Context: an optimization exercise on an open-source flow, tuned for small area. The choices shown serve that exercise and are no tape-out recipe. The RTL was checked by simulation tests, not by an equivalence proof against the original design. Power and IR drop assume default switching activity. No driver is modelled on the clock port, so clocking that relies on it looks cheaper here than on a real chip.

==> flow/design.v <==
`timescale 1ns/1ns
module sync1InvertPRBS(
	input iClk,
	input iClrn,
	input iValid,
	input[7:0] iData,
	input iPSync,
	input iCheck,
	output logic[7:0] oData
	);
	localparam INITIALBITS = 15'b000000010101001;
	logic[2:0] packCnt;	 
	logic[15:1] prbs;	 
	logic[7:0] serial;
	assign serial = prbs[15:8] ^ prbs[14:7];
	always_comb begin
		if (iPSync)
			oData = (packCnt == 3'b0) ? ~iData : iData;
		else
			oData = serial ^ iData;
	end
	always_ff @(posedge iClk or negedge iClrn) begin
		if (!iClrn)
			packCnt <= 3'b0;
		else if (iValid & ~iCheck & iPSync)
			packCnt <= packCnt + 3'b1;
	end
	always_ff @(posedge iClk) begin
		if (iValid & ~iCheck) begin
			if (iPSync & (packCnt == 3'b0))
				prbs <= INITIALBITS;
			else
				prbs <= {prbs[7:1], serial};
		end
	end
endmodule
`timescale 1ns/1ns
module rsenc(
	input iClk,
	input iValid,
	input iCheck,
	input[7:0] iData,
	output[7:0] oParity
	);
	localparam logic[127:0] G = {8'd59, 8'd13, 8'd104, 8'd189, 8'd68, 8'd209, 8'd30, 8'd8,
		8'd163, 8'd65, 8'd41, 8'd229, 8'd98, 8'd50, 8'd36, 8'd59};
	function automatic logic[7:0] gfmul(input logic[7:0] a, input logic[7:0] k);
		logic[7:0] p, s;
		p = 8'd0;
		s = a;
		for (int i = 0; i < 8; i++) begin
			if (k[i]) p = p ^ s;
			s = {s[6:0], 1'b0} ^ (s[7] ? 8'h1d : 8'h00);
		end
		gfmul = p;
	endfunction
	logic[127:0] rem;	 
	logic[7:0] fb;
	assign fb = iCheck ? 8'd0 : (iData ^ rem[127:120]);
	assign oParity = rem[127:120];
	always_ff @(posedge iClk) begin
		if (iValid) begin
			rem[7:0] <= gfmul(fb, G[7:0]);
			for (int k = 1; k < 16; k++)
				rem[8*k +: 8] <= rem[8*k-8 +: 8] ^ gfmul(fb, G[8*k +: 8]);
		end
	end
endmodule
`timescale 1ns/1ns
module cycleCounter(
	input iClk,
	input iClrn,
	input iEn,
	input iPSync,
	output logic[3:0] oCnt
	);
	always_ff @(posedge iClk or negedge iClrn) begin
		if (!iClrn)
			oCnt <= 4'd0;
		else if (iEn) begin
			if (iPSync)
				oCnt <= 4'd1;
			else if (oCnt == 4'd11)
				oCnt <= 4'd0;
			else
				oCnt <= oCnt + 4'd1;
		end
	end
endmodule
`timescale 1ns/1ns
module interleavor(
	input iClk,
	input iClrn,
	input[7:0] iData,
	input iValid,
	input iPSync,
	output logic[7:0] oData,
	output logic oValid,
	output logic oPSync
	);
	localparam LENGTH = 17;
	localparam INTER_B = 12;
	logic[7:0] oNext;
	logic[7:0] d1, d2, d3;
	logic p1, p2, p3;
	logic v1, v2, v3;
	logic[3:0] branch2;		 
	logic[INTER_B-1:0] shift;	 
	logic[INTER_B-1:1] hold;	 
	logic[7:0] tail[0:INTER_B-1];
	always_ff @(posedge iClk or negedge iClrn) begin
		if (!iClrn) begin
			v1 <= 1'b0;
			v2 <= 1'b0;
			v3 <= 1'b0;
			oValid <= 1'b0;
		end
		else begin
			v1 <= iValid;
			v2 <= v1;
			v3 <= v2;
			oValid <= v3;
		end
	end
	always_ff @(posedge iClk) begin
		d1 <= iData;
		d2 <= d1;
		d3 <= d2;
		p1 <= iPSync;
		p2 <= p1;
		p3 <= p2;
		oPSync <= p3;
	end
	cycleCounter branch_cnt(.iClk(iClk), .iClrn(iClrn), .iEn(v2), .iPSync(p2), .oCnt(branch2));
	always_ff @(posedge iClk) begin
		for (int i = 0; i < INTER_B; i++)
			shift[i] <= v2 && branch2 == i;
		for (int i = 1; i < INTER_B; i++)
			hold[i] <= !(v2 && branch2 == i);
	end
	assign tail[0] = d3;
	genvar b;
	generate
		for (b = 1; b < INTER_B; b = b + 1) begin : gen_branch
			logic[8*LENGTH*b-1:0] sr;
			always_ff @(posedge iClk)
				sr <= ({sr[8*LENGTH*b-9:0], d3} & {8*LENGTH*b{shift[b]}})
					| (sr & {8*LENGTH*b{hold[b]}});
			assign tail[b] = sr[8*LENGTH*b-1 -: 8];
		end
	endgenerate
	always_comb begin
		oNext = 8'd0;
		for (int i = 0; i < INTER_B; i++)
			oNext = oNext | (tail[i] & {8{shift[i]}});
	end
	always_ff @(posedge iClk)
		oData <= oNext;
endmodule
`timescale 1ns/1ns
module dvbcFec(
	iClk, iClrn,
	iValid,
	iData,
	iPSync,
	iCheck,
	oData,
	oPSync,
	oValid);
	input iClk;
	input iClrn;
	input iValid;
	input[7:0] iData;
	input iPSync;
	input iCheck;
	output[7:0] oData;
	output oPSync;
	output oValid;
	logic[7:0] rndData;	 
	logic[7:0] parity;	 
	logic[7:0] coded;
	sync1InvertPRBS prbs_inst(
		.iClk(iClk), .iClrn(iClrn), .iCheck(iCheck),
		.iValid(iValid), .iData(iData), .iPSync(iPSync),
		.oData(rndData));
	rsenc rs_inst(
		.iClk(iClk), .iCheck(iCheck),
		.iData(rndData), .iValid(iValid),
		.oParity(parity));
	assign coded = iCheck ? parity : rndData;
	interleavor interleaver_inst(
		.iClk(iClk), .iClrn(iClrn),
		.iData(coded), .iValid(iValid), .iPSync(iPSync),
		.oData(oData), .oValid(oValid), .oPSync(oPSync));
endmodule
export LEC_CHECK = 0
export CAP_MARGIN = 20
export CELL_PAD_IN_SITES_DETAIL_PLACEMENT = 0
export CELL_PAD_IN_SITES_GLOBAL_PLACEMENT = 0
export CORE_MARGIN = 2
export CORE_UTILIZATION = 60
export PLACE_DENSITY = 0.7
export SLEW_MARGIN = 20
export SYNTH_MEMORY_MAX_BITS = 16384
create_clock -name core_clock -period 10.0 [get_ports {iClk}]
standard.sh (not shown) runs the stock make flow with config.mk's settings and CLKGATE_MAP_FILE= SYNTH_SCRIPT=/design/flow/synth_recipe.tcl, a recipe that flattens the netlist after the stock synthesis.
==> flow/flow/run.sh <==
#!/bin/bash
# Standard layout (the standard.sh, unchanged synthesis) with one change:
# clock tree synthesis uses larger sink clusters and no dummy loads, which
# gives far fewer clock buffers for this flip-flop-dominated design.
set -euo pipefail
cd "$(dirname "$0")/.."
export CTS_ARGS="-sink_clustering_enable -repair_clock_nets -dont_use_dummy_load -sink_clustering_size 30 -sink_clustering_max_diameter 80"
bash standard.sh synth > synth.log 2>&1
bash standard.sh floorplan > floorplan.log 2>&1
bash standard.sh place > place.log 2>&1
bash standard.sh cts > cts.log 2>&1
bash standard.sh route > route.log 2>&1
bash standard.sh finish > finish.log 2>&1
==> next run, changes <==
--- a/flow/design.v
+++ b/flow/design.v
@@ -97,19 +97,16 @@
 	output logic[7:0] oData,
 	output logic oValid,
 	output logic oPSync
 	);
 	localparam LENGTH = 17;
 	localparam INTER_B = 12;
-	logic[7:0] oNext;
 	logic[7:0] d1, d2, d3;
 	logic p1, p2, p3;
 	logic v1, v2, v3;
-	logic[3:0] branch2;		 
-	logic[INTER_B-1:0] shift;	 
-	logic[INTER_B-1:1] hold;	 
+	logic[3:0] branch;
 	logic[7:0] tail[0:INTER_B-1];
 	always_ff @(posedge iClk or negedge iClrn) begin
 		if (!iClrn) begin
 			v1 <= 1'b0;
 			v2 <= 1'b0;
 			v3 <= 1'b0;
@@ -128,37 +125,26 @@
 		d3 <= d2;
 		p1 <= iPSync;
 		p2 <= p1;
 		p3 <= p2;
 		oPSync <= p3;
 	end
-	cycleCounter branch_cnt(.iClk(iClk), .iClrn(iClrn), .iEn(v2), .iPSync(p2), .oCnt(branch2));
-	always_ff @(posedge iClk) begin
-		for (int i = 0; i < INTER_B; i++)
-			shift[i] <= v2 && branch2 == i;
-		for (int i = 1; i < INTER_B; i++)
-			hold[i] <= !(v2 && branch2 == i);
-	end
+	cycleCounter branch_cnt(.iClk(iClk), .iClrn(iClrn), .iEn(v3), .iPSync(p3), .oCnt(branch));
 	assign tail[0] = d3;
 	genvar b;
 	generate
 		for (b = 1; b < INTER_B; b = b + 1) begin : gen_branch
 			logic[8*LENGTH*b-1:0] sr;
 			always_ff @(posedge iClk)
-				sr <= ({sr[8*LENGTH*b-9:0], d3} & {8*LENGTH*b{shift[b]}})
-					| (sr & {8*LENGTH*b{hold[b]}});
+				if (v3 && branch == b)
+					sr <= {sr[8*LENGTH*b-9:0], d3};
 			assign tail[b] = sr[8*LENGTH*b-1 -: 8];
 		end
 	endgenerate
-	always_comb begin
-		oNext = 8'd0;
-		for (int i = 0; i < INTER_B; i++)
-			oNext = oNext | (tail[i] & {8{shift[i]}});
-	end
 	always_ff @(posedge iClk)
-		oData <= oNext;
+		oData <= (branch < INTER_B) ? tail[branch] : 8'd0;
 endmodule
 `timescale 1ns/1ns
 module dvbcFec(
 	iClk, iClrn,
 	iValid,
 	iData,
Effect:
- design area goes up by 3.6%
- power rises by 4.6%
- sequential power climbs by 12%
- die area went up by 1.2%
- setup slack stays flat

---

Starts from the design.v that is shown in full above.
==> flow/config.mk <==
export PLATFORM = sky130hd
export DESIGN_NAME = dvbcFec
export DESIGN_NICKNAME = dvbcFec
export VERILOG_FILES = /design/flow/design.v
export SDC_FILE = /design/flow/constraint.sdc
export NUM_CORES = 4
export LEC_CHECK = 0
export CAP_MARGIN = 20
export CELL_PAD_IN_SITES_DETAIL_PLACEMENT = 0
export CELL_PAD_IN_SITES_GLOBAL_PLACEMENT = 0
export CORE_MARGIN = 2
export CORE_UTILIZATION = 60
export CTS_CLUSTER_DIAMETER = 80
export CTS_CLUSTER_SIZE = 30
export PLACE_DENSITY = 0.7
export SLEW_MARGIN = 20
export SYNTH_MEMORY_MAX_BITS = 16384
==> flow/constraint.sdc <==
create_clock -name core_clock -period 10.0 [get_ports {iClk}]
set_input_delay 2.0000 -clock core_clock [delete_from_list [all_inputs] [get_ports {iClk}]]
set_output_delay 2.0000 -clock core_clock [all_outputs]
set_load 0.01 [all_outputs]
run.sh (not shown) runs the stock make flow with config.mk's settings and CLKGATE_MAP_FILE= SYNTH_SCRIPT=/design/flow/synth_recipe.tcl, a recipe that flattens the netlist after the stock synthesis.
Stock flow here: none of the scripts above is used.
The baseline went through all stages and came out clean.
Rerun with:
--- a/flow/design.v
+++ b/flow/design.v
@@ -98,17 +98,14 @@
 	output logic oValid,
 	output logic oPSync
 	);
 	localparam LENGTH = 17;
 	localparam INTER_B = 12;
-	logic[7:0] oNext;
 	logic[7:0] d1, d2, d3;
 	logic p1, p2, p3;
 	logic v1, v2, v3;
-	logic[3:0] branch2;		 
-	logic[INTER_B-1:0] shift;	 
-	logic[INTER_B-1:1] hold;	 
+	logic[3:0] branch;
 	logic[7:0] tail[0:INTER_B-1];
 	always_ff @(posedge iClk or negedge iClrn) begin
 		if (!iClrn) begin
 			v1 <= 1'b0;
 			v2 <= 1'b0;
@@ -129,35 +126,24 @@
 		p1 <= iPSync;
 		p2 <= p1;
 		p3 <= p2;
 		oPSync <= p3;
 	end
-	cycleCounter branch_cnt(.iClk(iClk), .iClrn(iClrn), .iEn(v2), .iPSync(p2), .oCnt(branch2));
-	always_ff @(posedge iClk) begin
-		for (int i = 0; i < INTER_B; i++)
-			shift[i] <= v2 && branch2 == i;
-		for (int i = 1; i < INTER_B; i++)
-			hold[i] <= !(v2 && branch2 == i);
-	end
+	cycleCounter branch_cnt(.iClk(iClk), .iClrn(iClrn), .iEn(v3), .iPSync(p3), .oCnt(branch));
 	assign tail[0] = d3;
 	genvar b;
 	generate
 		for (b = 1; b < INTER_B; b = b + 1) begin : gen_branch
 			logic[8*LENGTH*b-1:0] sr;
 			always_ff @(posedge iClk)
-				sr <= ({sr[8*LENGTH*b-9:0], d3} & {8*LENGTH*b{shift[b]}})
-					| (sr & {8*LENGTH*b{hold[b]}});
+				if (v3 && branch == b)
+					sr <= {sr[8*LENGTH*b-9:0], d3};
 			assign tail[b] = sr[8*LENGTH*b-1 -: 8];
 		end
 	endgenerate
-	always_comb begin
-		oNext = 8'd0;
-		for (int i = 0; i < INTER_B; i++)
-			oNext = oNext | (tail[i] & {8{shift[i]}});
-	end
 	always_ff @(posedge iClk)
-		oData <= oNext;
+		oData <= (branch < INTER_B) ? tail[branch] : 8'd0;
 endmodule
 `timescale 1ns/1ns
 module dvbcFec(
 	iClk, iClrn,
 	iValid,
Outcome: The new run completed without violations; maximum frequency hardly moves; synthesized area grows by 1.2%; synthesized cell count shrinks by 53%; design area rises by 3.7%; worst setup slack gets better by 6.6 ps.

[what the ideal ports hide]
The results above use ideal ports. As a check the final layouts listed here were re-extracted and re-timed, cells and wires unchanged.
Step 1, drivers: a clkbuf_16 drives iClk and a buf_2 each remaining input, both assumed.
Step 2 also shifts input and output timing later by t, the mid clock arrival at the registers, as if the neighbouring blocks saw the same clock.
a / b / c = no drivers / after step 1 / after step 2; a / b = the first two.
run	t, ns	slack for setup (ns)	pins driven straight from the clock port
the first run of note 1	1.040	5.211 / 5.298 / 4.257	1
the second run of note 1	1.022	5.212 / 5.301 / 4.278	1
the first run of note 2	1.067	5.257 / 5.344 / 4.276	1
the second run of note 2	1.054	5.263 / 5.351 / 4.297	1
After both steps every run listed still meets setup and hold. For the first run of note 2, which loses most, drivers alone change the setup slack by +0.087 ns; drivers and shift together by -0.981 ns.
